From an optimization exercise on the open Yosys and OpenROAD flow, aimed at small area; shortcuts taken in it are not production practice. In this exercise RTL edits were held to simulation tests only and were not proved equivalent to the original. No activity file was given, so power comes from the tool's default toggle rates.

### flow/config.mk
export PLATFORM = sky130hd
export DESIGN_NAME = top
export DESIGN_NICKNAME = top
export VERILOG_FILES = /design/flow/design.v
export SDC_FILE = /design/flow/constraint.sdc
export NUM_CORES = 4
export LEC_CHECK = 0
export CAP_MARGIN = 20
export CORE_MARGIN = 2
export CORE_UTILIZATION = 40
export GPL_TIMING_DRIVEN = 0
export SETUP_SLACK_MARGIN = 0.15
export SLEW_MARGIN = 20
export SYNTH_HIERARCHICAL = 1
### flow/constraint.sdc
create_clock -name core_clock -period 9.0 [get_ports {clk}]
set_input_delay 1.8000 -clock core_clock [delete_from_list [all_inputs] [get_ports {clk}]]
set_output_delay 1.8000 -clock core_clock [all_outputs]
set_load 0.01 [all_outputs]
### flow/design.v
module rf_aoi222 (
    input  logic s0, d0, s1, d1, s2, d2,
    output logic y_n
);
  assign y_n = ~((s0 & d0) | (s1 & d1) | (s2 & d2));
endmodule
module rf_aoi22 (
    input  logic s0, d0, s1, d1,
    output logic y_n
);
  assign y_n = ~((s0 & d0) | (s1 & d1));
endmodule
module rf_nand4 (
    input  logic a, b, c, d,
    output logic y
);
  assign y = ~(a & b & c & d);
endmodule
module rf_nand3 (
    input  logic a, b, c,
    output logic y
);
  assign y = ~(a & b & c);
endmodule
module rf_or3 (
    input  logic a, b, c,
    output logic y
);
  assign y = a | b | c;
endmodule
module rf_rmux32 (
    input  logic [31:0] sel,
    input  logic [31:0] d,
    output logic        y
);
  logic [10:0] t_n;
  logic [2:0]  p;
  genvar g;
  generate
    for (g = 0; g < 10; g++) begin : aoi
      rf_aoi222 u (.s0(sel[3*g]), .d0(d[3*g]), .s1(sel[3*g+1]), .d1(d[3*g+1]),
                   .s2(sel[3*g+2]), .d2(d[3*g+2]), .y_n(t_n[g]));
    end
  endgenerate
  rf_aoi22 u_last (.s0(sel[30]), .d0(d[30]), .s1(sel[31]), .d1(d[31]), .y_n(t_n[10]));
  rf_nand4 u_p0 (.a(t_n[0]), .b(t_n[1]), .c(t_n[2]),  .d(t_n[3]), .y(p[0]));
  rf_nand4 u_p1 (.a(t_n[4]), .b(t_n[5]), .c(t_n[6]),  .d(t_n[7]), .y(p[1]));
  rf_nand3 u_p2 (.a(t_n[8]), .b(t_n[9]), .c(t_n[10]), .y(p[2]));
  rf_or3   u_y  (.a(p[0]), .b(p[1]), .c(p[2]), .y(y));
endmodule
module rf_wcell (
    input  logic we, we_n, d, q,
    output logic y
);
  assign y = (we & d) | (we_n & q);
endmodule
module alu_xor2 (input logic a, b, output logic y);
  assign y = a ^ b;
endmodule
module alu_xnor2 (input logic a, b, output logic y);
  assign y = ~(a ^ b);
endmodule
module alu_nand3 (input logic a, b, c, output logic y);
  assign y = ~(a & b & c);
endmodule
module alu_nand2 (input logic a, b, output logic y);
  assign y = ~(a & b);
endmodule
module alu_nor2 (input logic a, b, output logic y);
  assign y = ~(a | b);
endmodule
module alu_inv (input logic a, output logic y);
  assign y = ~a;
endmodule
module alu_aoi21 (input logic a1, a2, b1, output logic y);
  assign y = ~((a1 & a2) | b1);
endmodule
module alu_oai21 (input logic a1, a2, b1, output logic y);
  assign y = ~((a1 | a2) & b1);
endmodule
module alu_g0 (input logic a, tn, arith, cin, output logic y);
  assign y = ~((a & tn & arith) | (~tn & cin));
endmodule
module alu_cout (input logic arith, tn, c, output logic y);
  assign y = arith & ~(tn ^ c);
endmodule
module alu
#(
    parameter DATA_WIDTH    = 32
)
(
    input  logic                  clk,
    input  logic                  rst_n,
    input  logic [1:0]            op_i,
    input  logic [DATA_WIDTH-1:0] data_a_i,
    input  logic [DATA_WIDTH-1:0] data_b_i,
    output logic [DATA_WIDTH-1:0] data_c_o,
    output logic                  c_o
);
  logic sub, arith, op_and;
  assign sub    = ~op_i[1] & op_i[0];
  assign arith  = ~op_i[1];
  assign op_and = op_i[1] & op_i[0];
  logic tn0;
  logic gn0;
  logic tn1;
  logic gn1;
  logic tn2;
  logic gn2;
  logic tn3;
  logic gn3;
  logic tn4;
  logic gn4;
  logic tn5;
  logic gn5;
  logic tn6;
  logic gn6;
  logic tn7;
  logic gn7;
  logic tn8;
  logic gn8;
  logic tn9;
  logic gn9;
  logic tn10;
  logic gn10;
  logic tn11;
  logic gn11;
  logic tn12;
  logic gn12;
  logic tn13;
  logic gn13;
  logic tn14;
  logic gn14;
  logic tn15;
  logic gn15;
  logic tn16;
  logic gn16;
  logic tn17;
  logic gn17;
  logic tn18;
  logic gn18;
  logic tn19;
  logic gn19;
  logic tn20;
  logic gn20;
  logic tn21;
  logic gn21;
  logic tn22;
  logic gn22;
  logic tn23;
  logic gn23;
  logic tn24;
  logic gn24;
  logic tn25;
  logic gn25;
  logic tn26;
  logic gn26;
  logic tn27;
  logic gn27;
  logic tn28;
  logic gn28;
  logic tn29;
  logic gn29;
  logic tn30;
  logic gn30;
  logic tn31;
  logic gn31;
  logic g10_0;
  alu_oai21 u1 (.a1(tn1), .a2(gn0), .b1(gn1), .y(g10_0));
  logic p10_0;
  alu_nor2 u2 (.a(tn1), .b(tn0), .y(p10_0));
  logic g32_0;
  alu_oai21 u3 (.a1(tn3), .a2(gn2), .b1(gn3), .y(g32_0));
  logic p32_0;
  alu_nor2 u4 (.a(tn3), .b(tn2), .y(p32_0));
  logic gn2_i;
  alu_inv u5 (.a(gn2), .y(gn2_i));
  logic tn2_i;
  alu_inv u6 (.a(tn2), .y(tn2_i));
  logic g210_0;
  alu_aoi21 u7 (.a1(tn2_i), .a2(g10_0), .b1(gn2_i), .y(g210_0));
  logic p210_0;
  alu_nand2 u8 (.a(tn2_i), .b(p10_0), .y(p210_0));
  logic gb0;
  alu_aoi21 u9 (.a1(p32_0), .a2(g10_0), .b1(g32_0), .y(gb0));
  logic pb0;
  alu_nand2 u10 (.a(p32_0), .b(p10_0), .y(pb0));
  logic g10_1;
  alu_oai21 u11 (.a1(tn5), .a2(gn4), .b1(gn5), .y(g10_1));
  logic p10_1;
  alu_nor2 u12 (.a(tn5), .b(tn4), .y(p10_1));
  logic g32_1;
  alu_oai21 u13 (.a1(tn7), .a2(gn6), .b1(gn7), .y(g32_1));
  logic p32_1;
  alu_nor2 u14 (.a(tn7), .b(tn6), .y(p32_1));
  logic gn6_i;
  alu_inv u15 (.a(gn6), .y(gn6_i));
  logic tn6_i;
  alu_inv u16 (.a(tn6), .y(tn6_i));
  logic g210_1;
  alu_aoi21 u17 (.a1(tn6_i), .a2(g10_1), .b1(gn6_i), .y(g210_1));
  logic p210_1;
  alu_nand2 u18 (.a(tn6_i), .b(p10_1), .y(p210_1));
  logic gb1;
  alu_aoi21 u19 (.a1(p32_1), .a2(g10_1), .b1(g32_1), .y(gb1));
  logic pb1;
  alu_nand2 u20 (.a(p32_1), .b(p10_1), .y(pb1));
  logic g10_2;
  alu_oai21 u21 (.a1(tn9), .a2(gn8), .b1(gn9), .y(g10_2));
  logic p10_2;
  alu_nor2 u22 (.a(tn9), .b(tn8), .y(p10_2));
  logic g32_2;
  alu_oai21 u23 (.a1(tn11), .a2(gn10), .b1(gn11), .y(g32_2));
  logic p32_2;
  alu_nor2 u24 (.a(tn11), .b(tn10), .y(p32_2));
  logic gn10_i;
  alu_inv u25 (.a(gn10), .y(gn10_i));
  logic tn10_i;
  alu_inv u26 (.a(tn10), .y(tn10_i));
  logic g210_2;
  alu_aoi21 u27 (.a1(tn10_i), .a2(g10_2), .b1(gn10_i), .y(g210_2));
  logic p210_2;
  alu_nand2 u28 (.a(tn10_i), .b(p10_2), .y(p210_2));
  logic gb2;
  alu_aoi21 u29 (.a1(p32_2), .a2(g10_2), .b1(g32_2), .y(gb2));
  logic pb2;
  alu_nand2 u30 (.a(p32_2), .b(p10_2), .y(pb2));
  logic g10_3;
  alu_oai21 u31 (.a1(tn13), .a2(gn12), .b1(gn13), .y(g10_3));
  logic p10_3;
  alu_nor2 u32 (.a(tn13), .b(tn12), .y(p10_3));
  logic g32_3;
  alu_oai21 u33 (.a1(tn15), .a2(gn14), .b1(gn15), .y(g32_3));
  logic p32_3;
  alu_nor2 u34 (.a(tn15), .b(tn14), .y(p32_3));
  logic gn14_i;
  alu_inv u35 (.a(gn14), .y(gn14_i));
  logic tn14_i;
  alu_inv u36 (.a(tn14), .y(tn14_i));
  logic g210_3;
  alu_aoi21 u37 (.a1(tn14_i), .a2(g10_3), .b1(gn14_i), .y(g210_3));
  logic p210_3;
  alu_nand2 u38 (.a(tn14_i), .b(p10_3), .y(p210_3));
  logic gb3;
  alu_aoi21 u39 (.a1(p32_3), .a2(g10_3), .b1(g32_3), .y(gb3));
  logic pb3;
  alu_nand2 u40 (.a(p32_3), .b(p10_3), .y(pb3));
  logic g10_4;
  alu_oai21 u41 (.a1(tn17), .a2(gn16), .b1(gn17), .y(g10_4));
  logic p10_4;
  alu_nor2 u42 (.a(tn17), .b(tn16), .y(p10_4));
  logic g32_4;
  alu_oai21 u43 (.a1(tn19), .a2(gn18), .b1(gn19), .y(g32_4));
  logic p32_4;
  alu_nor2 u44 (.a(tn19), .b(tn18), .y(p32_4));
  logic gn18_i;
  alu_inv u45 (.a(gn18), .y(gn18_i));
  logic tn18_i;
  alu_inv u46 (.a(tn18), .y(tn18_i));
  logic g210_4;
  alu_aoi21 u47 (.a1(tn18_i), .a2(g10_4), .b1(gn18_i), .y(g210_4));
  logic p210_4;
  alu_nand2 u48 (.a(tn18_i), .b(p10_4), .y(p210_4));
  logic gb4;
  alu_aoi21 u49 (.a1(p32_4), .a2(g10_4), .b1(g32_4), .y(gb4));
  logic pb4;
  alu_nand2 u50 (.a(p32_4), .b(p10_4), .y(pb4));
  logic g10_5;
  alu_oai21 u51 (.a1(tn21), .a2(gn20), .b1(gn21), .y(g10_5));
  logic p10_5;
  alu_nor2 u52 (.a(tn21), .b(tn20), .y(p10_5));
  logic g32_5;
  alu_oai21 u53 (.a1(tn23), .a2(gn22), .b1(gn23), .y(g32_5));
  logic p32_5;
  alu_nor2 u54 (.a(tn23), .b(tn22), .y(p32_5));
  logic gn22_i;
  alu_inv u55 (.a(gn22), .y(gn22_i));
  logic tn22_i;
  alu_inv u56 (.a(tn22), .y(tn22_i));
  logic g210_5;
  alu_aoi21 u57 (.a1(tn22_i), .a2(g10_5), .b1(gn22_i), .y(g210_5));
  logic p210_5;
  alu_nand2 u58 (.a(tn22_i), .b(p10_5), .y(p210_5));
  logic gb5;
  alu_aoi21 u59 (.a1(p32_5), .a2(g10_5), .b1(g32_5), .y(gb5));
  logic pb5;
  alu_nand2 u60 (.a(p32_5), .b(p10_5), .y(pb5));
  logic g10_6;
  alu_oai21 u61 (.a1(tn25), .a2(gn24), .b1(gn25), .y(g10_6));
  logic p10_6;
  alu_nor2 u62 (.a(tn25), .b(tn24), .y(p10_6));
  logic g32_6;
  alu_oai21 u63 (.a1(tn27), .a2(gn26), .b1(gn27), .y(g32_6));
  logic p32_6;
  alu_nor2 u64 (.a(tn27), .b(tn26), .y(p32_6));
  logic gn26_i;
  alu_inv u65 (.a(gn26), .y(gn26_i));
  logic tn26_i;
  alu_inv u66 (.a(tn26), .y(tn26_i));
  logic g210_6;
  alu_aoi21 u67 (.a1(tn26_i), .a2(g10_6), .b1(gn26_i), .y(g210_6));
  logic p210_6;
  alu_nand2 u68 (.a(tn26_i), .b(p10_6), .y(p210_6));
  logic gb6;
  alu_aoi21 u69 (.a1(p32_6), .a2(g10_6), .b1(g32_6), .y(gb6));
  logic pb6;
  alu_nand2 u70 (.a(p32_6), .b(p10_6), .y(pb6));
  logic g10_7;
  alu_oai21 u71 (.a1(tn29), .a2(gn28), .b1(gn29), .y(g10_7));
  logic p10_7;
  alu_nor2 u72 (.a(tn29), .b(tn28), .y(p10_7));
  logic g32_7;
  alu_oai21 u73 (.a1(tn31), .a2(gn30), .b1(gn31), .y(g32_7));
  logic p32_7;
  alu_nor2 u74 (.a(tn31), .b(tn30), .y(p32_7));
  logic gn30_i;
  alu_inv u75 (.a(gn30), .y(gn30_i));
  logic tn30_i;
  alu_inv u76 (.a(tn30), .y(tn30_i));
  logic g210_7;
  alu_aoi21 u77 (.a1(tn30_i), .a2(g10_7), .b1(gn30_i), .y(g210_7));
  logic p210_7;
  alu_nand2 u78 (.a(tn30_i), .b(p10_7), .y(p210_7));
  logic gb7;
  alu_aoi21 u79 (.a1(p32_7), .a2(g10_7), .b1(g32_7), .y(gb7));
  logic pb7;
  alu_nand2 u80 (.a(p32_7), .b(p10_7), .y(pb7));
  logic pg_1_0;
  alu_oai21 u81 (.a1(pb1), .a2(gb0), .b1(gb1), .y(pg_1_0));
  logic pg_3_2;
  alu_oai21 u82 (.a1(pb3), .a2(gb2), .b1(gb3), .y(pg_3_2));
  logic pp_3_2;
  alu_nor2 u83 (.a(pb3), .b(pb2), .y(pp_3_2));
  logic pg_5_4;
  alu_oai21 u84 (.a1(pb5), .a2(gb4), .b1(gb5), .y(pg_5_4));
  logic pp_5_4;
  alu_nor2 u85 (.a(pb5), .b(pb4), .y(pp_5_4));
  logic pg_7_6;
  alu_oai21 u86 (.a1(pb7), .a2(gb6), .b1(gb7), .y(pg_7_6));
  logic pp_7_6;
  alu_nor2 u87 (.a(pb7), .b(pb6), .y(pp_7_6));
  logic gb2_i;
  alu_inv u88 (.a(gb2), .y(gb2_i));
  logic pb2_i;
  alu_inv u89 (.a(pb2), .y(pb2_i));
  logic pg_2_0;
  alu_aoi21 u90 (.a1(pb2_i), .a2(pg_1_0), .b1(gb2_i), .y(pg_2_0));
  logic pg_3_0;
  alu_aoi21 u91 (.a1(pp_3_2), .a2(pg_1_0), .b1(pg_3_2), .y(pg_3_0));
  logic gb6_i;
  alu_inv u92 (.a(gb6), .y(gb6_i));
  logic pb6_i;
  alu_inv u93 (.a(pb6), .y(pb6_i));
  logic pg_6_4;
  alu_aoi21 u94 (.a1(pb6_i), .a2(pg_5_4), .b1(gb6_i), .y(pg_6_4));
  logic pp_6_4;
  alu_nand2 u95 (.a(pb6_i), .b(pp_5_4), .y(pp_6_4));
  logic pg_7_4;
  alu_aoi21 u96 (.a1(pp_7_6), .a2(pg_5_4), .b1(pg_7_6), .y(pg_7_4));
  logic pp_7_4;
  alu_nand2 u97 (.a(pp_7_6), .b(pp_5_4), .y(pp_7_4));
  logic pg_4_0;
  alu_oai21 u98 (.a1(pb4), .a2(pg_3_0), .b1(gb4), .y(pg_4_0));
  logic pg_5_4_i;
  alu_inv u99 (.a(pg_5_4), .y(pg_5_4_i));
  logic pp_5_4_i;
  alu_inv u100 (.a(pp_5_4), .y(pp_5_4_i));
  logic pg_5_0;
  alu_oai21 u101 (.a1(pp_5_4_i), .a2(pg_3_0), .b1(pg_5_4_i), .y(pg_5_0));
  logic pg_6_0;
  alu_oai21 u102 (.a1(pp_6_4), .a2(pg_3_0), .b1(pg_6_4), .y(pg_6_0));
  logic pg_7_0;
  alu_oai21 u103 (.a1(pp_7_4), .a2(pg_3_0), .b1(pg_7_4), .y(pg_7_0));
  logic c5;
  alu_oai21 u104 (.a1(tn4), .a2(gb0), .b1(gn4), .y(c5));
  logic g10_1_i;
  alu_inv u105 (.a(g10_1), .y(g10_1_i));
  logic p10_1_i;
  alu_inv u106 (.a(p10_1), .y(p10_1_i));
  logic c6;
  alu_oai21 u107 (.a1(p10_1_i), .a2(gb0), .b1(g10_1_i), .y(c6));
  logic c7;
  alu_oai21 u108 (.a1(p210_1), .a2(gb0), .b1(g210_1), .y(c7));
  logic gn8_i;
  alu_inv u109 (.a(gn8), .y(gn8_i));
  logic tn8_i;
  alu_inv u110 (.a(tn8), .y(tn8_i));
  logic c9;
  alu_aoi21 u111 (.a1(tn8_i), .a2(pg_1_0), .b1(gn8_i), .y(c9));
  logic c10;
  alu_aoi21 u112 (.a1(p10_2), .a2(pg_1_0), .b1(g10_2), .y(c10));
  logic g210_2_i;
  alu_inv u113 (.a(g210_2), .y(g210_2_i));
  logic p210_2_i;
  alu_inv u114 (.a(p210_2), .y(p210_2_i));
  logic c11;
  alu_aoi21 u115 (.a1(p210_2_i), .a2(pg_1_0), .b1(g210_2_i), .y(c11));
  logic c13;
  alu_oai21 u116 (.a1(tn12), .a2(pg_2_0), .b1(gn12), .y(c13));
  logic g10_3_i;
  alu_inv u117 (.a(g10_3), .y(g10_3_i));
  logic p10_3_i;
  alu_inv u118 (.a(p10_3), .y(p10_3_i));
  logic c14;
  alu_oai21 u119 (.a1(p10_3_i), .a2(pg_2_0), .b1(g10_3_i), .y(c14));
  logic c15;
  alu_oai21 u120 (.a1(p210_3), .a2(pg_2_0), .b1(g210_3), .y(c15));
  logic c17;
  alu_oai21 u121 (.a1(tn16), .a2(pg_3_0), .b1(gn16), .y(c17));
  logic g10_4_i;
  alu_inv u122 (.a(g10_4), .y(g10_4_i));
  logic p10_4_i;
  alu_inv u123 (.a(p10_4), .y(p10_4_i));
  logic c18;
  alu_oai21 u124 (.a1(p10_4_i), .a2(pg_3_0), .b1(g10_4_i), .y(c18));
  logic c19;
  alu_oai21 u125 (.a1(p210_4), .a2(pg_3_0), .b1(g210_4), .y(c19));
  logic gn20_i;
  alu_inv u126 (.a(gn20), .y(gn20_i));
  logic tn20_i;
  alu_inv u127 (.a(tn20), .y(tn20_i));
  logic c21;
  alu_aoi21 u128 (.a1(tn20_i), .a2(pg_4_0), .b1(gn20_i), .y(c21));
  logic c22;
  alu_aoi21 u129 (.a1(p10_5), .a2(pg_4_0), .b1(g10_5), .y(c22));
  logic g210_5_i;
  alu_inv u130 (.a(g210_5), .y(g210_5_i));
  logic p210_5_i;
  alu_inv u131 (.a(p210_5), .y(p210_5_i));
  logic c23;
  alu_aoi21 u132 (.a1(p210_5_i), .a2(pg_4_0), .b1(g210_5_i), .y(c23));
  logic gn24_i;
  alu_inv u133 (.a(gn24), .y(gn24_i));
  logic tn24_i;
  alu_inv u134 (.a(tn24), .y(tn24_i));
  logic c25;
  alu_aoi21 u135 (.a1(tn24_i), .a2(pg_5_0), .b1(gn24_i), .y(c25));
  logic c26;
  alu_aoi21 u136 (.a1(p10_6), .a2(pg_5_0), .b1(g10_6), .y(c26));
  logic g210_6_i;
  alu_inv u137 (.a(g210_6), .y(g210_6_i));
  logic p210_6_i;
  alu_inv u138 (.a(p210_6), .y(p210_6_i));
  logic c27;
  alu_aoi21 u139 (.a1(p210_6_i), .a2(pg_5_0), .b1(g210_6_i), .y(c27));
  logic gn28_i;
  alu_inv u140 (.a(gn28), .y(gn28_i));
  logic tn28_i;
  alu_inv u141 (.a(tn28), .y(tn28_i));
  logic c29;
  alu_aoi21 u142 (.a1(tn28_i), .a2(pg_6_0), .b1(gn28_i), .y(c29));
  logic c30;
  alu_aoi21 u143 (.a1(p10_7), .a2(pg_6_0), .b1(g10_7), .y(c30));
  logic g210_7_i;
  alu_inv u144 (.a(g210_7), .y(g210_7_i));
  logic p210_7_i;
  alu_inv u145 (.a(p210_7), .y(p210_7_i));
  logic c31;
  alu_aoi21 u146 (.a1(p210_7_i), .a2(pg_6_0), .b1(g210_7_i), .y(c31));
  logic x0, hn0, sn0;
  alu_xor2  ux0 (.a(data_a_i[0]), .b(data_b_i[0]), .y(x0));
  alu_xnor2 ut0 (.a(x0), .b(sub), .y(tn0));
  alu_g0    ug0 (.a(data_a_i[0]), .tn(tn0), .arith(arith), .cin(sub), .y(gn0));
  alu_nand3 uh0 (.a(data_a_i[0]), .b(tn0), .c(op_and), .y(hn0));
  logic x1, hn1, sn1;
  alu_xor2  ux1 (.a(data_a_i[1]), .b(data_b_i[1]), .y(x1));
  alu_xnor2 ut1 (.a(x1), .b(sub), .y(tn1));
  alu_nand3 ug1 (.a(data_a_i[1]), .b(tn1), .c(arith), .y(gn1));
  alu_nand3 uh1 (.a(data_a_i[1]), .b(tn1), .c(op_and), .y(hn1));
  logic x2, hn2, sn2;
  alu_xor2  ux2 (.a(data_a_i[2]), .b(data_b_i[2]), .y(x2));
  alu_xnor2 ut2 (.a(x2), .b(sub), .y(tn2));
  alu_nand3 ug2 (.a(data_a_i[2]), .b(tn2), .c(arith), .y(gn2));
  alu_nand3 uh2 (.a(data_a_i[2]), .b(tn2), .c(op_and), .y(hn2));
  logic x3, hn3, sn3;
  alu_xor2  ux3 (.a(data_a_i[3]), .b(data_b_i[3]), .y(x3));
  alu_xnor2 ut3 (.a(x3), .b(sub), .y(tn3));
  alu_nand3 ug3 (.a(data_a_i[3]), .b(tn3), .c(arith), .y(gn3));
  alu_nand3 uh3 (.a(data_a_i[3]), .b(tn3), .c(op_and), .y(hn3));
  logic x4, hn4, sn4;
  alu_xor2  ux4 (.a(data_a_i[4]), .b(data_b_i[4]), .y(x4));
  alu_xnor2 ut4 (.a(x4), .b(sub), .y(tn4));
  alu_nand3 ug4 (.a(data_a_i[4]), .b(tn4), .c(arith), .y(gn4));
  alu_nand3 uh4 (.a(data_a_i[4]), .b(tn4), .c(op_and), .y(hn4));
  logic x5, hn5, sn5;
  alu_xor2  ux5 (.a(data_a_i[5]), .b(data_b_i[5]), .y(x5));
  alu_xnor2 ut5 (.a(x5), .b(sub), .y(tn5));
  alu_nand3 ug5 (.a(data_a_i[5]), .b(tn5), .c(arith), .y(gn5));
  alu_nand3 uh5 (.a(data_a_i[5]), .b(tn5), .c(op_and), .y(hn5));
  logic x6, hn6, sn6;
  alu_xor2  ux6 (.a(data_a_i[6]), .b(data_b_i[6]), .y(x6));
  alu_xnor2 ut6 (.a(x6), .b(sub), .y(tn6));
  alu_nand3 ug6 (.a(data_a_i[6]), .b(tn6), .c(arith), .y(gn6));
  alu_nand3 uh6 (.a(data_a_i[6]), .b(tn6), .c(op_and), .y(hn6));
  logic x7, hn7, sn7;
  alu_xor2  ux7 (.a(data_a_i[7]), .b(data_b_i[7]), .y(x7));
  alu_xnor2 ut7 (.a(x7), .b(sub), .y(tn7));
  alu_nand3 ug7 (.a(data_a_i[7]), .b(tn7), .c(arith), .y(gn7));
  alu_nand3 uh7 (.a(data_a_i[7]), .b(tn7), .c(op_and), .y(hn7));
  logic x8, hn8, sn8;
  alu_xor2  ux8 (.a(data_a_i[8]), .b(data_b_i[8]), .y(x8));
  alu_xnor2 ut8 (.a(x8), .b(sub), .y(tn8));
  alu_nand3 ug8 (.a(data_a_i[8]), .b(tn8), .c(arith), .y(gn8));
  alu_nand3 uh8 (.a(data_a_i[8]), .b(tn8), .c(op_and), .y(hn8));
  logic x9, hn9, sn9;
  alu_xor2  ux9 (.a(data_a_i[9]), .b(data_b_i[9]), .y(x9));
  alu_xnor2 ut9 (.a(x9), .b(sub), .y(tn9));
  alu_nand3 ug9 (.a(data_a_i[9]), .b(tn9), .c(arith), .y(gn9));
  alu_nand3 uh9 (.a(data_a_i[9]), .b(tn9), .c(op_and), .y(hn9));
  logic x10, hn10, sn10;
  alu_xor2  ux10 (.a(data_a_i[10]), .b(data_b_i[10]), .y(x10));
  alu_xnor2 ut10 (.a(x10), .b(sub), .y(tn10));
  alu_nand3 ug10 (.a(data_a_i[10]), .b(tn10), .c(arith), .y(gn10));
  alu_nand3 uh10 (.a(data_a_i[10]), .b(tn10), .c(op_and), .y(hn10));
  logic x11, hn11, sn11;
  alu_xor2  ux11 (.a(data_a_i[11]), .b(data_b_i[11]), .y(x11));
  alu_xnor2 ut11 (.a(x11), .b(sub), .y(tn11));
  alu_nand3 ug11 (.a(data_a_i[11]), .b(tn11), .c(arith), .y(gn11));
  alu_nand3 uh11 (.a(data_a_i[11]), .b(tn11), .c(op_and), .y(hn11));
  logic x12, hn12, sn12;
  alu_xor2  ux12 (.a(data_a_i[12]), .b(data_b_i[12]), .y(x12));
  alu_xnor2 ut12 (.a(x12), .b(sub), .y(tn12));
  alu_nand3 ug12 (.a(data_a_i[12]), .b(tn12), .c(arith), .y(gn12));
  alu_nand3 uh12 (.a(data_a_i[12]), .b(tn12), .c(op_and), .y(hn12));
  logic x13, hn13, sn13;
  alu_xor2  ux13 (.a(data_a_i[13]), .b(data_b_i[13]), .y(x13));
  alu_xnor2 ut13 (.a(x13), .b(sub), .y(tn13));
  alu_nand3 ug13 (.a(data_a_i[13]), .b(tn13), .c(arith), .y(gn13));
  alu_nand3 uh13 (.a(data_a_i[13]), .b(tn13), .c(op_and), .y(hn13));
  logic x14, hn14, sn14;
  alu_xor2  ux14 (.a(data_a_i[14]), .b(data_b_i[14]), .y(x14));
  alu_xnor2 ut14 (.a(x14), .b(sub), .y(tn14));
  alu_nand3 ug14 (.a(data_a_i[14]), .b(tn14), .c(arith), .y(gn14));
  alu_nand3 uh14 (.a(data_a_i[14]), .b(tn14), .c(op_and), .y(hn14));
  logic x15, hn15, sn15;
  alu_xor2  ux15 (.a(data_a_i[15]), .b(data_b_i[15]), .y(x15));
  alu_xnor2 ut15 (.a(x15), .b(sub), .y(tn15));
  alu_nand3 ug15 (.a(data_a_i[15]), .b(tn15), .c(arith), .y(gn15));
  alu_nand3 uh15 (.a(data_a_i[15]), .b(tn15), .c(op_and), .y(hn15));
  logic x16, hn16, sn16;
  alu_xor2  ux16 (.a(data_a_i[16]), .b(data_b_i[16]), .y(x16));
  alu_xnor2 ut16 (.a(x16), .b(sub), .y(tn16));
  alu_nand3 ug16 (.a(data_a_i[16]), .b(tn16), .c(arith), .y(gn16));
  alu_nand3 uh16 (.a(data_a_i[16]), .b(tn16), .c(op_and), .y(hn16));
  logic x17, hn17, sn17;
  alu_xor2  ux17 (.a(data_a_i[17]), .b(data_b_i[17]), .y(x17));
  alu_xnor2 ut17 (.a(x17), .b(sub), .y(tn17));
  alu_nand3 ug17 (.a(data_a_i[17]), .b(tn17), .c(arith), .y(gn17));
  alu_nand3 uh17 (.a(data_a_i[17]), .b(tn17), .c(op_and), .y(hn17));
  logic x18, hn18, sn18;
  alu_xor2  ux18 (.a(data_a_i[18]), .b(data_b_i[18]), .y(x18));
  alu_xnor2 ut18 (.a(x18), .b(sub), .y(tn18));
  alu_nand3 ug18 (.a(data_a_i[18]), .b(tn18), .c(arith), .y(gn18));
  alu_nand3 uh18 (.a(data_a_i[18]), .b(tn18), .c(op_and), .y(hn18));
  logic x19, hn19, sn19;
  alu_xor2  ux19 (.a(data_a_i[19]), .b(data_b_i[19]), .y(x19));
  alu_xnor2 ut19 (.a(x19), .b(sub), .y(tn19));
  alu_nand3 ug19 (.a(data_a_i[19]), .b(tn19), .c(arith), .y(gn19));
  alu_nand3 uh19 (.a(data_a_i[19]), .b(tn19), .c(op_and), .y(hn19));
  logic x20, hn20, sn20;
  alu_xor2  ux20 (.a(data_a_i[20]), .b(data_b_i[20]), .y(x20));
  alu_xnor2 ut20 (.a(x20), .b(sub), .y(tn20));
  alu_nand3 ug20 (.a(data_a_i[20]), .b(tn20), .c(arith), .y(gn20));
  alu_nand3 uh20 (.a(data_a_i[20]), .b(tn20), .c(op_and), .y(hn20));
  logic x21, hn21, sn21;
  alu_xor2  ux21 (.a(data_a_i[21]), .b(data_b_i[21]), .y(x21));
  alu_xnor2 ut21 (.a(x21), .b(sub), .y(tn21));
  alu_nand3 ug21 (.a(data_a_i[21]), .b(tn21), .c(arith), .y(gn21));
  alu_nand3 uh21 (.a(data_a_i[21]), .b(tn21), .c(op_and), .y(hn21));
  logic x22, hn22, sn22;
  alu_xor2  ux22 (.a(data_a_i[22]), .b(data_b_i[22]), .y(x22));
  alu_xnor2 ut22 (.a(x22), .b(sub), .y(tn22));
  alu_nand3 ug22 (.a(data_a_i[22]), .b(tn22), .c(arith), .y(gn22));
  alu_nand3 uh22 (.a(data_a_i[22]), .b(tn22), .c(op_and), .y(hn22));
  logic x23, hn23, sn23;
  alu_xor2  ux23 (.a(data_a_i[23]), .b(data_b_i[23]), .y(x23));
  alu_xnor2 ut23 (.a(x23), .b(sub), .y(tn23));
  alu_nand3 ug23 (.a(data_a_i[23]), .b(tn23), .c(arith), .y(gn23));
  alu_nand3 uh23 (.a(data_a_i[23]), .b(tn23), .c(op_and), .y(hn23));
  logic x24, hn24, sn24;
  alu_xor2  ux24 (.a(data_a_i[24]), .b(data_b_i[24]), .y(x24));
  alu_xnor2 ut24 (.a(x24), .b(sub), .y(tn24));
  alu_nand3 ug24 (.a(data_a_i[24]), .b(tn24), .c(arith), .y(gn24));
  alu_nand3 uh24 (.a(data_a_i[24]), .b(tn24), .c(op_and), .y(hn24));
  logic x25, hn25, sn25;
  alu_xor2  ux25 (.a(data_a_i[25]), .b(data_b_i[25]), .y(x25));
  alu_xnor2 ut25 (.a(x25), .b(sub), .y(tn25));
  alu_nand3 ug25 (.a(data_a_i[25]), .b(tn25), .c(arith), .y(gn25));
  alu_nand3 uh25 (.a(data_a_i[25]), .b(tn25), .c(op_and), .y(hn25));
  logic x26, hn26, sn26;
  alu_xor2  ux26 (.a(data_a_i[26]), .b(data_b_i[26]), .y(x26));
  alu_xnor2 ut26 (.a(x26), .b(sub), .y(tn26));
  alu_nand3 ug26 (.a(data_a_i[26]), .b(tn26), .c(arith), .y(gn26));
  alu_nand3 uh26 (.a(data_a_i[26]), .b(tn26), .c(op_and), .y(hn26));
  logic x27, hn27, sn27;
  alu_xor2  ux27 (.a(data_a_i[27]), .b(data_b_i[27]), .y(x27));
  alu_xnor2 ut27 (.a(x27), .b(sub), .y(tn27));
  alu_nand3 ug27 (.a(data_a_i[27]), .b(tn27), .c(arith), .y(gn27));
  alu_nand3 uh27 (.a(data_a_i[27]), .b(tn27), .c(op_and), .y(hn27));
  logic x28, hn28, sn28;
  alu_xor2  ux28 (.a(data_a_i[28]), .b(data_b_i[28]), .y(x28));
  alu_xnor2 ut28 (.a(x28), .b(sub), .y(tn28));
  alu_nand3 ug28 (.a(data_a_i[28]), .b(tn28), .c(arith), .y(gn28));
  alu_nand3 uh28 (.a(data_a_i[28]), .b(tn28), .c(op_and), .y(hn28));
  logic x29, hn29, sn29;
  alu_xor2  ux29 (.a(data_a_i[29]), .b(data_b_i[29]), .y(x29));
  alu_xnor2 ut29 (.a(x29), .b(sub), .y(tn29));
  alu_nand3 ug29 (.a(data_a_i[29]), .b(tn29), .c(arith), .y(gn29));
  alu_nand3 uh29 (.a(data_a_i[29]), .b(tn29), .c(op_and), .y(hn29));
  logic x30, hn30, sn30;
  alu_xor2  ux30 (.a(data_a_i[30]), .b(data_b_i[30]), .y(x30));
  alu_xnor2 ut30 (.a(x30), .b(sub), .y(tn30));
  alu_nand3 ug30 (.a(data_a_i[30]), .b(tn30), .c(arith), .y(gn30));
  alu_nand3 uh30 (.a(data_a_i[30]), .b(tn30), .c(op_and), .y(hn30));
  logic x31, hn31, sn31;
  alu_xor2  ux31 (.a(data_a_i[31]), .b(data_b_i[31]), .y(x31));
  alu_xnor2 ut31 (.a(x31), .b(sub), .y(tn31));
  alu_nand3 ug31 (.a(data_a_i[31]), .b(tn31), .c(arith), .y(gn31));
  alu_nand3 uh31 (.a(data_a_i[31]), .b(tn31), .c(op_and), .y(hn31));
  alu_xor2  us0 (.a(tn0), .b(sub), .y(sn0));
  alu_oai21 uo0 (.a1(op_and), .a2(sn0), .b1(hn0), .y(data_c_o[0]));
  alu_xnor2 us1 (.a(tn1), .b(gn0), .y(sn1));
  alu_oai21 uo1 (.a1(op_and), .a2(sn1), .b1(hn1), .y(data_c_o[1]));
  alu_xor2  us2 (.a(tn2), .b(g10_0), .y(sn2));
  alu_oai21 uo2 (.a1(op_and), .a2(sn2), .b1(hn2), .y(data_c_o[2]));
  alu_xnor2 us3 (.a(tn3), .b(g210_0), .y(sn3));
  alu_oai21 uo3 (.a1(op_and), .a2(sn3), .b1(hn3), .y(data_c_o[3]));
  alu_xnor2 us4 (.a(tn4), .b(gb0), .y(sn4));
  alu_oai21 uo4 (.a1(op_and), .a2(sn4), .b1(hn4), .y(data_c_o[4]));
  alu_xor2  us5 (.a(tn5), .b(c5), .y(sn5));
  alu_oai21 uo5 (.a1(op_and), .a2(sn5), .b1(hn5), .y(data_c_o[5]));
  alu_xor2  us6 (.a(tn6), .b(c6), .y(sn6));
  alu_oai21 uo6 (.a1(op_and), .a2(sn6), .b1(hn6), .y(data_c_o[6]));
  alu_xor2  us7 (.a(tn7), .b(c7), .y(sn7));
  alu_oai21 uo7 (.a1(op_and), .a2(sn7), .b1(hn7), .y(data_c_o[7]));
  alu_xor2  us8 (.a(tn8), .b(pg_1_0), .y(sn8));
  alu_oai21 uo8 (.a1(op_and), .a2(sn8), .b1(hn8), .y(data_c_o[8]));
  alu_xnor2 us9 (.a(tn9), .b(c9), .y(sn9));
  alu_oai21 uo9 (.a1(op_and), .a2(sn9), .b1(hn9), .y(data_c_o[9]));
  alu_xnor2 us10 (.a(tn10), .b(c10), .y(sn10));
  alu_oai21 uo10 (.a1(op_and), .a2(sn10), .b1(hn10), .y(data_c_o[10]));
  alu_xnor2 us11 (.a(tn11), .b(c11), .y(sn11));
  alu_oai21 uo11 (.a1(op_and), .a2(sn11), .b1(hn11), .y(data_c_o[11]));
  alu_xnor2 us12 (.a(tn12), .b(pg_2_0), .y(sn12));
  alu_oai21 uo12 (.a1(op_and), .a2(sn12), .b1(hn12), .y(data_c_o[12]));
  alu_xor2  us13 (.a(tn13), .b(c13), .y(sn13));
  alu_oai21 uo13 (.a1(op_and), .a2(sn13), .b1(hn13), .y(data_c_o[13]));
  alu_xor2  us14 (.a(tn14), .b(c14), .y(sn14));
  alu_oai21 uo14 (.a1(op_and), .a2(sn14), .b1(hn14), .y(data_c_o[14]));
  alu_xor2  us15 (.a(tn15), .b(c15), .y(sn15));
  alu_oai21 uo15 (.a1(op_and), .a2(sn15), .b1(hn15), .y(data_c_o[15]));
  alu_xnor2 us16 (.a(tn16), .b(pg_3_0), .y(sn16));
  alu_oai21 uo16 (.a1(op_and), .a2(sn16), .b1(hn16), .y(data_c_o[16]));
  alu_xor2  us17 (.a(tn17), .b(c17), .y(sn17));
  alu_oai21 uo17 (.a1(op_and), .a2(sn17), .b1(hn17), .y(data_c_o[17]));
  alu_xor2  us18 (.a(tn18), .b(c18), .y(sn18));
  alu_oai21 uo18 (.a1(op_and), .a2(sn18), .b1(hn18), .y(data_c_o[18]));
  alu_xor2  us19 (.a(tn19), .b(c19), .y(sn19));
  alu_oai21 uo19 (.a1(op_and), .a2(sn19), .b1(hn19), .y(data_c_o[19]));
  alu_xor2  us20 (.a(tn20), .b(pg_4_0), .y(sn20));
  alu_oai21 uo20 (.a1(op_and), .a2(sn20), .b1(hn20), .y(data_c_o[20]));
  alu_xnor2 us21 (.a(tn21), .b(c21), .y(sn21));
  alu_oai21 uo21 (.a1(op_and), .a2(sn21), .b1(hn21), .y(data_c_o[21]));
  alu_xnor2 us22 (.a(tn22), .b(c22), .y(sn22));
  alu_oai21 uo22 (.a1(op_and), .a2(sn22), .b1(hn22), .y(data_c_o[22]));
  alu_xnor2 us23 (.a(tn23), .b(c23), .y(sn23));
  alu_oai21 uo23 (.a1(op_and), .a2(sn23), .b1(hn23), .y(data_c_o[23]));
  alu_xor2  us24 (.a(tn24), .b(pg_5_0), .y(sn24));
  alu_oai21 uo24 (.a1(op_and), .a2(sn24), .b1(hn24), .y(data_c_o[24]));
  alu_xnor2 us25 (.a(tn25), .b(c25), .y(sn25));
  alu_oai21 uo25 (.a1(op_and), .a2(sn25), .b1(hn25), .y(data_c_o[25]));
  alu_xnor2 us26 (.a(tn26), .b(c26), .y(sn26));
  alu_oai21 uo26 (.a1(op_and), .a2(sn26), .b1(hn26), .y(data_c_o[26]));
  alu_xnor2 us27 (.a(tn27), .b(c27), .y(sn27));
  alu_oai21 uo27 (.a1(op_and), .a2(sn27), .b1(hn27), .y(data_c_o[27]));
  alu_xor2  us28 (.a(tn28), .b(pg_6_0), .y(sn28));
  alu_oai21 uo28 (.a1(op_and), .a2(sn28), .b1(hn28), .y(data_c_o[28]));
  alu_xnor2 us29 (.a(tn29), .b(c29), .y(sn29));
  alu_oai21 uo29 (.a1(op_and), .a2(sn29), .b1(hn29), .y(data_c_o[29]));
  alu_xnor2 us30 (.a(tn30), .b(c30), .y(sn30));
  alu_oai21 uo30 (.a1(op_and), .a2(sn30), .b1(hn30), .y(data_c_o[30]));
  alu_xnor2 us31 (.a(tn31), .b(c31), .y(sn31));
  alu_oai21 uo31 (.a1(op_and), .a2(sn31), .b1(hn31), .y(data_c_o[31]));
  alu_cout  ucout (.arith(arith), .tn(tn31), .c(pg_7_0), .y(c_o));
endmodule
module top
#(
    parameter ADDR_WIDTH    = 5,
    parameter DATA_WIDTH    = 32
)
(
    input  logic                  clk,
    input  logic                  rst_n,
    input  logic [1:0]            op_i,
    input  logic [ADDR_WIDTH-1:0] raddr_a_i,
    output logic [DATA_WIDTH-1:0] rdata_a_o,
    input  logic [ADDR_WIDTH-1:0] raddr_b_i,
    output logic [DATA_WIDTH-1:0] rdata_b_o,
    input  logic [ADDR_WIDTH-1:0] waddr_c_i,
    input  logic [DATA_WIDTH-1:0] wdata_c_i,
    input  logic                  we_c_i,
    output logic [DATA_WIDTH-1:0] data_c_o,
    output logic                  c_o
);
  localparam NUM_WORDS = 2**ADDR_WIDTH;
  logic [NUM_WORDS-1:0][DATA_WIDTH-1:0] mem, mem_d;
  logic [NUM_WORDS-1:0]                 valid;
  logic [NUM_WORDS-1:0]                 we_dec, we_dec_n;
  logic [NUM_WORDS-1:0]                 sel_a, sel_b;
  always_comb begin
    for (int i = 0; i < NUM_WORDS; i++) begin
      we_dec[i]   = we_c_i && (waddr_c_i == i);
      we_dec_n[i] = ~we_dec[i];
      sel_a[i]    = valid[i] && (raddr_a_i == i);
      sel_b[i]    = valid[i] && (raddr_b_i == i);
    end
  end
  always_ff @(posedge clk or negedge rst_n) begin
    if (!rst_n) valid <= '0;
    else        valid <= valid | we_dec;
  end
  always_ff @(posedge clk) begin
    mem <= mem_d;
  end
  genvar g, b;
  generate
    for (g = 0; g < NUM_WORDS; g++) begin : wr_gen
      for (b = 0; b < DATA_WIDTH; b++) begin : bit_gen
        rf_wcell u_w (.we(we_dec[g]), .we_n(we_dec_n[g]), .d(wdata_c_i[b]),
                      .q(mem[g][b]), .y(mem_d[g][b]));
      end
    end
    for (b = 0; b < DATA_WIDTH; b++) begin : rd_gen
      logic [NUM_WORDS-1:0] col;
      for (g = 0; g < NUM_WORDS; g++) begin : col_gen
        assign col[g] = mem[g][b];
      end
      rf_rmux32 u_ra (.sel(sel_a), .d(col), .y(rdata_a_o[b]));
      rf_rmux32 u_rb (.sel(sel_b), .d(col), .y(rdata_b_o[b]));
    end
  endgenerate
  alu i_alu (
      .clk      ( clk       ),
      .rst_n    ( rst_n     ),
      .op_i     ( op_i      ),
      .data_a_i ( rdata_a_o ),
      .data_b_i ( rdata_b_o ),
      .data_c_o ( data_c_o  ),
      .c_o      ( c_o       )
  );
endmodule
### flow/flow/run.sh
#!/bin/bash
# The standard layout (the standard.sh, with its synthesis unchanged), with:
#  - plain buf_1 cells as the input/output port buffers,
#  - a clock tree of clkbuf_8 cells in sink clusters of up to 18, without dummy loads,
#  - after global routing, flow/dz.tcl swaps large repair buffers for smaller ones
#    where timing, slew and capacitance allow (its output is in the global route log).
# make's full output goes to flow_make.log in this folder.
set -euo pipefail
bash standard.sh \
  "BUFFER_PORTS_ARGS=-buffer_cell sky130_fd_sc_hd__buf_1" \
  "CTS_ARGS=-sink_clustering_enable -repair_clock_nets -buf_list sky130_fd_sc_hd__clkbuf_8 -sink_clustering_size 18 -sink_clustering_max_diameter 55 -dont_use_dummy_load" \
  "POST_GLOBAL_ROUTE_TCL=$PWD/flow/dz.tcl" \
  finish > flow_make.log 2>&1
### flow/flow/dz.tcl
# Sourced at the end of ORFS's global route step (POST_GLOBAL_ROUTE_TCL), on the
# repaired design with global-route parasitics. Repair leaves large buffers
# (buf_12 / buf_16) on many non-critical high-fanout nets; swap each for the
# smallest of buf_2 .. buf_8 that keeps: the worst setup slack and the total
# negative slack no worse, no max-slew or max-capacitance violation, the worst
# slew slack at least 0.3 ns (or no worse than before), and setup slack at the
# buffer's output of at least 0.3 ns.
proc dz_state {} {
  estimate_parasitics -global_routing
  return [list [sta::worst_slack_cmd max] [sta::total_negative_slack_cmd max] \
            [sta::max_slew_violation_count] [sta::max_capacitance_violation_count] \
            [sta::max_slew_check_slack]]
}

global_route -start_incremental
set base [dz_state]
puts "dz start: $base"
set ws0 [lindex $base 0]
set tns0 [lindex $base 1]
set slew_floor [expr {min(0.3e-9, [lindex $base 4])}]
set changed 0
set tried 0
foreach inst [get_cells *] {
  set m [get_property $inst ref_name]
  if {$m ne "sky130_fd_sc_hd__buf_16" && $m ne "sky130_fd_sc_hd__buf_12"} { continue }
  incr tried
  set name [get_property $inst full_name]
  foreach cand {sky130_fd_sc_hd__buf_2 sky130_fd_sc_hd__buf_4 sky130_fd_sc_hd__buf_6 sky130_fd_sc_hd__buf_8} {
    replace_cell $inst $cand
    set s [dz_state]
    set ps [get_property [get_pins $name/X] slack_max]
    if {[lindex $s 0] >= $ws0 - 1e-13 && [lindex $s 1] >= $tns0 - 1e-13
        && [lindex $s 2] == 0 && [lindex $s 3] == 0 && [lindex $s 4] >= $slew_floor
        && $ps >= 0.3} {
      incr changed
      puts "dz: $name $m -> $cand"
      break
    }
    replace_cell $inst $m
  }
}
set s [dz_state]
puts "dz end: $s; changed $changed of $tried"
detailed_placement
global_route -end_incremental
estimate_parasitics -global_routing
### flow/standard.sh
#!/bin/bash
# synth_recipe.tcl (not shown) runs the flow's synth.tcl, then flattens the netlist and writes it again
# the make line also repeats each setting of config.mk as NAME=value (left out here)
make -C /OpenROAD-flow-scripts/flow DESIGN_CONFIG=/design/flow/config.mk WORK_HOME=/design/flow/orfs CLKGATE_MAP_FILE= SYNTH_SCRIPT=/design/flow/synth_recipe.tcl "${@:-finish}"
==> results of run 1 <==
==> placed cells by master, fill, tap and decap left out, types with 45 or more instances in the layout <==
cell	instances
dfxtp_1	1024
and3_2	50
buf_1	109
a22oi_2	64
nand4_1	129
xor2_1	45
nand3_1	127
a22o_1	1024
or3_1	52
buf_2	140
o21ai_1	58
clkbuf_8	100
a222oi_1	640
==> flip-flops by register name, summed over array words and instances (netlist names) <==
name   count
mem     1024
valid     32
==> kinds of logic after synthesis <==
logic type,share of synthesized area (%)
simple gates,7.133
flops,50.14
buf+inv,0.6450
xor+xnor,2.000
compound gates,40.08
==> per-module statistics from Yosys, one instance, submodules excluded, a selection <==
module     flip-flops and latches  cell area, um2  times used  cells
rf_aoi22                        0           12.51          64      1
alu_xnor2                       0           8.758          49      1
alu_nor2                        0           3.754          18      1
rf_wcell                        0           8.758        1024      1
rf_or3                          0           6.256          64      1
alu_inv                         0           3.754          44      1
top                          1056           22690           1   1285
alu_cout                        0           15.01           1      2
alu_oai21                       0           5.005          65      1
alu_nand2                       0           3.754          16      1
alu_g0                          0           12.51           1      2
alu                             0           16.27           1      3
rf_nand3                        0           5.005          64      1
rf_aoi222                       0           10.01         640      1
==> synth_stat cells, types with 47 or more instances <==
cell type / n / share of area, %
a22o_1: 1024 / 21
dfxtp_1: 1024 / 48
a222oi_1: 640 / 15
nand4_1: 129 / 1.9
nand3_1: 127 / 1.5
and3_1: 66 / 0.97
o21ai_1: 65 / 0.77
a22oi_2: 64 / 1.9
or3_1: 64 / 0.94
xnor2_1: 50 / 1.0
nand2_1: 49 / 0.43
nor2_1: 49 / 0.43
xor2_1: 47 / 0.97
==> metal layers <==
layer  vias up  global-route usage (%)
li1      17126                       -
met1     20716                   46.17
met2      3627                   51.01
met3       770                   14.68
met4        30                   24.43
met5         -                       0
==> how the worst min path moves through the flow <==
| stage | start | to | slack (ns) | cells past startpoint |
|---|---|---|---|---|
| after floorplan | valid[0]$_DFF_PN0_ | valid[0]$_DFF_PN0_ | 0.43 | 1 |
| after global placement | valid[27]$_DFF_PN0_ | valid[27]$_DFF_PN0_ | 0.44 | 1 |
| after detailed placement | valid[5]$_DFF_PN0_ | valid[5]$_DFF_PN0_ | 0.45 | 1 |
| after CTS | valid[20]$_DFF_PN0_ | valid[20]$_DFF_PN0_ | 0.47 | 1 |
| final | valid[20]$_DFF_PN0_ | valid[20]$_DFF_PN0_ | 0.47 | 1 |
==> per-stage QoR <==
| step | setup TNS (ns) | setup slack, ns | hold WS (ns) | total power [mW] | cells |
|---|---|---|---|---|---|
| 4_1_cts | 0 | 0.1651 | 0.4677 | 11.01 | 5406 |
| 3_3_place_gp | -39.46 | -2.069 | 0.4432 | 8.291 | 5149 |
| 3_5_place_dp | -11.30 | -0.9600 | 0.4495 | 8.452 | 5304 |
| 2_1_floorplan | 0 | 0.7096 | 0.4332 | 7.590 | 3610 |
| 6_report | 0 | 0.2148 | 0.4680 | 11.08 | 5425 |
==> final cells by class <==
type	count	share of cell area, %
Multi-Input combinational cell	2489	44.53
Sequential cell	1056	43.97
Timing Repair Buffer	308	4.420
Tap cell	1391	3.593
Clock buffer	100	2.841
Inverter	45	0.3487
Buffer	21	0.2170
Antenna cell	15	0.07749
==> report_power, final <==
part | internal (mW) | switching, mW
registers | 5.61 | 0.744
clock network | 0.984 | 1.63
logic | 0.969 | 1.14
==> flow_metrics.env, run 1 <==
export IMPL_start_util_pct=40.36
export IMPL_crit_fanout=20
export IMPL_leakage_nw=19.32
export IMPL_syn_area_mm2=0.04248
export IMPL_dieArea_mm2=0.1088
export IMPL_max_stage_delay_ns=0.82
export IMPL_utilization_pct=46.01
export IMPL_hold_buffers=0
export IMPL_top_layer="met5"
export IMPL_relSlewSlack_pct=26.96
export IMPL_r2r_cells=1
export IMPL_cts_resized=18
export IMPL_area_delta_synth_final_pct=14.02
export IMPL_synth_distinct_cells=39
export IMPL_ys_seq_area_share_pct=50.14
export IMPL_cp_end_kind="output port"
export IMPL_tightestPinTransition_ns=1.096
export IMPL_viasPerCell=7.792
export IMPL_clk_path_buf_depth=3
export IMPL_drt_total_wl_um=208500
export IMPL_place_congestion=0.9371
export IMPL_cts_tree="built"
export IMPL_grt_pass1_vias=39792
export IMPL_placed_cell_area_mm2=0.04886
export IMPL_root_buffer="clkbuf_8"
export IMPL_antenna_found_initial=33
export IMPL_path_depth=19
export IMPL_p_per_area_mw_per_mm2=228.8
export IMPL_cp_top_family="simple AND/OR/NAND/NOR gates"
export IMPL_nets=4073
export IMPL_ir_drop_uv=142.3
export IMPL_synthArstFlopShare_pct=3.030
export IMPL_io_pins=149
export IMPL_ff_latch_area_mm2=0.02130
export IMPL_path_clk_slew_ns=0.07
export IMPL_routedWlPerCell_um=38.42
export IMPL_first_pass_iters=13
export IMPL_synth_main_ff_cell="dfxtp_1"
export IMPL_grt_max_degree=65
export IMPL_chipHeight_um=329.9
export IMPL_required_ns=7.20
export IMPL_post_cts_buffers=2
export IMPL_setup_violations=0
export IMPL_grt_use_total_pct=36.56
export IMPL_critPathArrivalTime_ns=6.99
export IMPL_clk_latency_ns=0.85
export IMPL_setup_worst_path_start="raddr_b_i[0]"
export IMPL_htreeDepth=3
export IMPL_dr_wl_met2_um=83900
export IMPL_min_period_over_period_pct=97.61
export IMPL_crit_buf_inv=4
export IMPL_first_iter_violations=9058
export IMPL_final_cell_area_mm2=0.04844
export IMPL_rows=119
export IMPL_endpoint="data_c_o[21]"
export IMPL_gr_total_overflow=0
export IMPL_via_count=42269
export IMPL_hp_class="reg -> reg"
export IMPL_max_cap_violations=0
export IMPL_drive_gt1_share_pct=14.33
export IMPL_fill_cells=9648
export IMPL_startpoint_type="input port"
export IMPL_hpwl_um=134800
export IMPL_yosysWarnings=7
export IMPL_worstPathCellList="buf_1 -> nor2b_1 -> and3_2 -> buf_12 -> a222oi_1 -> nand4_1 -> or3_1 -> xor2_1 -> xnor2_1 -> nor2_1 -> nand2_1 -> o21ai_4 -> a21oi_4 -> buf_12 -> o21ai_4 -> a21oi_2 -> xnor2_1 -> o21ai_1 -> buf_1"
export IMPL_syn_num_nets=3662
export IMPL_final_hold_violation_count=0
export IMPL_wl_met3_um=32370
export IMPL_cts_sinks=1056
export IMPL_path_class="in -> out"
export IMPL_multi_input_area_mm2=0.02157
export IMPL_core_mm2=0.1053
export IMPL_clock_fmax_ghz=0.1138
export IMPL_die_x_um=329.9
export IMPL_cpMaxStageDelayCell="nor2b_1"
export IMPL_r2r_end="valid[30]$_DFF_PN0_"
export IMPL_slew_violations=0
export IMPL_port_buffer_count=148
export IMPL_ff2ff_setup_slack_ns=8.18
export IMPL_ys_ff_latch=1056
export IMPL_status="timing/DRC/antenna clean"
export IMPL_cts_inserted_buffers=100
export IMPL_layout_min_cycle_time_ns=8.785
export IMPL_avgSynthCellArea_um2=11.77
export IMPL_wl_met1_um=77040
export IMPL_synth_cells=3610
export IMPL_synth_edff_count=0
export IMPL_drc=0
export IMPL_grt_first_pass_wirelength_um=290200
export IMPL_ant_nets=0
export IMPL_skew_ns=0
export IMPL_r2r_start="valid[30]$_DFF_PN0_"
==> run 2: changes to the inputs <==
--- a/flow/flow/run.sh
+++ b/flow/flow/run.sh
@@ -3,5 +3,5 @@
 #  - plain buf_1 cells as the input/output port buffers,
 #  - a clock tree of clkbuf_8 cells in sink clusters of up to 18, without dummy loads,
-#  - after global routing, flow/dz.tcl swaps large repair buffers for smaller ones
+#  - after global routing, flow/dz.tcl swaps gates repair or synthesis upsized for smaller sizes
 #    where timing, slew and capacitance allow (its output is in the global route log).
 # make's full output goes to flow_make.log in this folder.
==> flow/flow/dz.tcl (replaced) <==
# Sourced at the end of ORFS's global route step (POST_GLOBAL_ROUTE_TCL), on the
# repaired design with global-route parasitics. Synthesis and repair leave many
# gates and buffers larger than their paths need. Try each such instance (not
# flip-flops, not the clock tree, not port buffers) at the smaller sizes of its
# cell, smallest first, and keep the first that leaves: the worst setup slack and
# the total negative slack no worse, no max-slew or max-capacitance violation, the
# worst slew slack at least 0.3 ns (or no worse than before), and setup slack at
# the instance's output of at least 0.3 ns.
proc dz_state {} {
  estimate_parasitics -global_routing
  return [list [sta::worst_slack_cmd max] [sta::total_negative_slack_cmd max] \
            [sta::max_slew_violation_count] [sta::max_capacitance_violation_count] \
            [sta::max_slew_check_slack]]
}

global_route -start_incremental
set base [dz_state]
puts "dz start: $base"
set ws0 [lindex $base 0]
set tns0 [lindex $base 1]
set slew_floor [expr {min(0.3, [lindex $base 4])}]
set changed 0
set tried 0
set area_saved 0.0
foreach inst [get_cells *] {
  set m [get_property $inst ref_name]
  if {![regexp {^(sky130_fd_sc_hd__([a-z0-9]+))_([0-9]+)$} $m -> fam short size]} { continue }
  if {[regexp {^(df|edf|sdf|dl|clk|conb|tap|fill|decap|diode)} $short]} { continue }
  set name [get_property $inst full_name]
  if {[regexp {^(input|output)[0-9]+$} $name]} { continue }
  set opins [get_pins -of_objects $inst -filter "direction == output"]
  if {[llength $opins] != 1} { continue }
  set cur_area [get_property [get_lib_cells $m] area]
  set cands {}
  foreach lc [get_lib_cells ${fam}_*] {
    set ln [get_property $lc name]
    if {![regexp "^${fam}_(\[0-9\]+)\$" $ln]} { continue }
    set a [get_property $lc area]
    if {$a < $cur_area - 1e-6} { lappend cands [list $a $ln] }
  }
  if {[llength $cands] == 0} { continue }
  incr tried
  foreach c [lsort -real -index 0 $cands] {
    set cand [lindex $c 1]
    if {[catch {replace_cell $inst $cand}]} { continue }
    set s [dz_state]
    set ps [get_property $opins slack_max]
    if {[lindex $s 0] >= $ws0 - 1e-13 && [lindex $s 1] >= $tns0 - 1e-13
        && [lindex $s 2] == 0 && [lindex $s 3] == 0 && [lindex $s 4] >= $slew_floor
        && $ps >= 0.3} {
      incr changed
      set area_saved [expr {$area_saved + $cur_area - [lindex $c 0]}]
      puts "dz: $name $m -> $cand"
      break
    }
    replace_cell $inst $m
  }
}
set s [dz_state]
puts "dz end: $s; changed $changed of $tried, area saved $area_saved"
detailed_placement
global_route -end_incremental
estimate_parasitics -global_routing
==> run 2 against run 1 <==
Cell count hardly changed. Highest routed layer unchanged. Synthesized area unchanged. Count of clock-buffer cells in the layout stayed put. Sequential power is essentially flat. Global-route usage did not move. Critical endpoint unchanged. First-iteration DRC count decreased by 1.2%. Clock power about the same. Via count rose by 0.15%. Fmax decreased by 0.33%. Core utilization is 0.63 points lower. Register-to-register slack about the same. Setup slack lost 0.029 ns.
==> flow_metrics.env, run 2 <==
export IMPL_ir_drop_uv=144.1
export IMPL_htreeDepth=3
export IMPL_pwr_share_clk_pct=23.7
export IMPL_cp_top_family="simple AND/OR/NAND/NOR gates"
export IMPL_combPwrFrac_pct=18.8
export IMPL_timing_hold_ws_ns=0.4685
export IMPL_busiest_layer="met2"
export IMPL_leakage_nw=19.15
export IMPL_synth_cells=3610
export IMPL_r2r_start="valid[30]$_DFF_PN0_"
export IMPL_grt_max_degree=65
export IMPL_critPathArrivalTime_ns=7.01
export IMPL_relSlewSlack_pct=16.63
export IMPL_layout_min_cycle_time_ns=8.814
export IMPL_largestRegisters="mem x1024, valid x32"
export IMPL_via_count=42334
export IMPL_cpMaxStageDelayCell="nor2b_1"
export IMPL_grt_met1_usage_pct=46.17
export IMPL_gr_usage_met3_pct=14.68
export IMPL_min_period_over_period_pct=97.94
export IMPL_avgSynthCellArea_um2=11.77
export IMPL_place_congestion=0.9371
export IMPL_setup_worst_path_start="raddr_b_i[0]"
export IMPL_grt_use_total_pct=36.56
export IMPL_max_stage_delay_ns=0.80
export IMPL_yosysWarnings=7
export IMPL_finalSetupTns_ns=0
export IMPL_hold_buffers=0
export IMPL_gr_total_overflow=0
export IMPL_max_cap_violations=0
export IMPL_utilization_pct=45.38
export IMPL_crit_buf_inv=4
export IMPL_cts_sinks=1056
export IMPL_first_iter_violations=8950
export IMPL_path_clk_slew_ns=0.08
export IMPL_synth_common_cells="a22o_1, dfxtp_1, a222oi_1"
export IMPL_clk_path_buf_depth=3
export IMPL_start_util_pct=40.36
export IMPL_root_buffer="clkbuf_8"
export IMPL_ys_top_cells_by_area="dfxtp_1, a22o_1, a222oi_1, nand4_1, a22oi_2"
export IMPL_cp_end_kind="output port"
export IMPL_drt_total_wl_um=208400
export IMPL_grt_first_pass_wirelength_um=290200
export IMPL_final_hold_violation_count=0
export IMPL_p_per_area_mw_per_mm2=230.8
export IMPL_cts_resized=18
export IMPL_startpoint_type="input port"
export IMPL_ys_ff_latch=1056
export IMPL_nets=4073
export IMPL_rows=119
export IMPL_placed_cell_area_mm2=0.04886
export IMPL_hpwl_um=134800
export IMPL_chipHeight_um=329.9
export IMPL_holdCritStartpoint="valid[20]$_DFF_PN0_"
export IMPL_final_cell_area_mm2=0.04777
export IMPL_tightestPinTransition_ns=1.251
export IMPL_required_ns=7.20
export IMPL_clk_latency_ns=0.84
export IMPL_power_mw=11.03
export IMPL_worstPathCellList="buf_1 -> nor2b_1 -> and3_2 -> buf_12 -> a222oi_1 -> nand4_1 -> or3_1 -> xor2_1 -> xnor2_1 -> nor2_1 -> nand2_1 -> o21ai_4 -> a21oi_4 -> buf_12 -> o21ai_4 -> a21oi_2 -> xnor2_1 -> o21ai_1 -> buf_1"
export IMPL_antenna_found_initial=33
export IMPL_ant_nets=0
export IMPL_final_cells=5420
export IMPL_io_pins=149
export IMPL_largest_reg_flops=1024
export IMPL_slew_violations=0
export IMPL_synthArstFlopShare_pct=3.030
export IMPL_synth_distinct_cells=39
export IMPL_hp_class="reg -> reg"
export IMPL_ys_seq_area_share_pct=50.14
export IMPL_skew_ns=0
export IMPL_port_buffer_count=148
export IMPL_area_delta_synth_final_pct=12.45
export IMPL_largest_register="mem"
export IMPL_yosys_area_top_type_share_pct=48.25
export IMPL_path_class="in -> out"
export IMPL_synth_main_ff_cell="dfxtp_1"
export IMPL_viasPerCell=7.811
export IMPL_drive_gt1_share_pct=10.75
export IMPL_dp_slack_ns=-0.9600
export IMPL_routedWlPerCell_um=38.44
export IMPL_p_sw_share_pct=31.53
export IMPL_clock_fmax_ghz=0.1135
export IMPL_drc=0
export IMPL_die_x_um=329.9
export IMPL_cts_tree="built"
export IMPL_p_seq_share_pct=57.5
export IMPL_dieArea_mm2=0.1088
export IMPL_synth_top_cell_by_area="dfxtp_1"
export IMPL_grt_pass1_vias=39792
export IMPL_core_mm2=0.1053
export IMPL_status="timing/DRC/antenna clean"
export IMPL_syn_num_nets=3662
export IMPL_syn_area_mm2=0.04248
export IMPL_post_cts_buffers=2
export IMPL_first_pass_iters=13
export IMPL_dpl_cell_count=5304
export IMPL_synth_edff_count=0
export IMPL_final_cell_mix="a22o_1, dfxtp_1, a222oi_1"
export IMPL_setup_slack_ns=0.1855
export IMPL_setup_violations=0
export IMPL_p_int_mw=7.550
export IMPL_cts_inserted_buffers=100
export IMPL_power_switching_mw=3.477
export IMPL_crit_fanout=20
export IMPL_gr_usage_met2_pct=51.01
## run 2: cell counts after synthesis
Identical to the previous run, type by type.
## run 2: logic make-up (layout without fill, tap and decap cells)
group / after synthesis / in the layout / share of synthesized area, %
AO/OA/AOI/OAI: 1858 / 1858 / 40.08
AND/OR/NAND/NOR: 533 / 534 / 7.133
flip-flops: 1056 / 1056 / 50.14
buffers and inverters: 66 / 474 / 0.6450
other: 0 / 10 / 0
XOR/XNOR: 97 / 97 / 2.000
## run 2: area by class of cell
type / instances / area [um2]
antenna: 10 / 25.02
buffer: 21 / 80.08
clock buffer: 100 / 1376
fill: 9793 / 57500
inverter: 45 / 168.9
multi-input combinational: 2489 / 20990
sequential: 1056 / 21300
tap: 1391 / 1740
timing repair buffer: 308 / 2096
## run 2: final timing paths
| path | end | slack (ns) | cells past startpoint |
|---|---|---|---|
| max reg2reg | valid[30]$_DFF_PN0_ | 8.17 | 1 |
| min reg2reg | valid[20]$_DFF_PN0_ | 0.47 | 1 |
| min in group asynchronous | valid[22]$_DFF_PN0_ | 0.90 | 1 |
| min | valid[20]$_DFF_PN0_ | 0.47 | 1 |
| max | data_c_o[21] | 0.19 | 19 |
| max in group asynchronous | valid[28]$_DFF_PN0_ | 7.17 | 2 |
## run 2: metal layers
| metal | vias up | share of wire [%] |
|---|---|---|
| met4 | 28 | 7.3 |
| met2 | 3588 | 40 |
| met1 | 20799 | 37 |
| met5 | - | 0.083 |
| met3 | 796 | 15 |
| li1 | 17123 | - |
## run 2: power groups by stage
stage	registers [mW]	clock network (mW)	logic, mW
after floorplan	6.23	0	1.36
after global placement	6.37	0	1.92
after detailed placement	6.40	0	2.06
after CTS	6.31	2.62	2.07
final	6.34	2.61	2.08
## run 2: per-module statistics from Yosys, one instance, submodules excluded, excerpt
module / times used / cells inside
alu_g0: 1 / 2
rf_wcell: 1024 / 1
alu_inv: 44 / 1
alu_oai21: 65 / 1
rf_or3: 64 / 1
alu: 1 / 3

separate check: timing with driven ports:
No port has a modelled driver above. Below, the same layouts with a new extraction and two added sets of constraints.
Step 1 assumes that a clkbuf_16 drives the clock port and a buf_2 every other input.
Step 2, shift: input delay + t, output delay - t, t = (earliest + latest rising clock arrival at the registers) / 2. This alone moves slack from input paths to output paths.
Three values: ideal ports, drivers, drivers and shift; two values: the first two.
run | shift t [ns] | setup slack, ns | slew at the worst register clock pin (ns)
run 1 | 0.857 | 0.215 / 0.107 / 0.107 | 0.12 / 0.12
run 2 | 0.851 | 0.186 / 0.082 / 0.082 | 0.12 / 0.12
After both steps setup and hold are still met in every run listed. The setup slack of run 1, which loses most, moves by -0.108 ns with the drivers and by -0.108 ns with both steps.
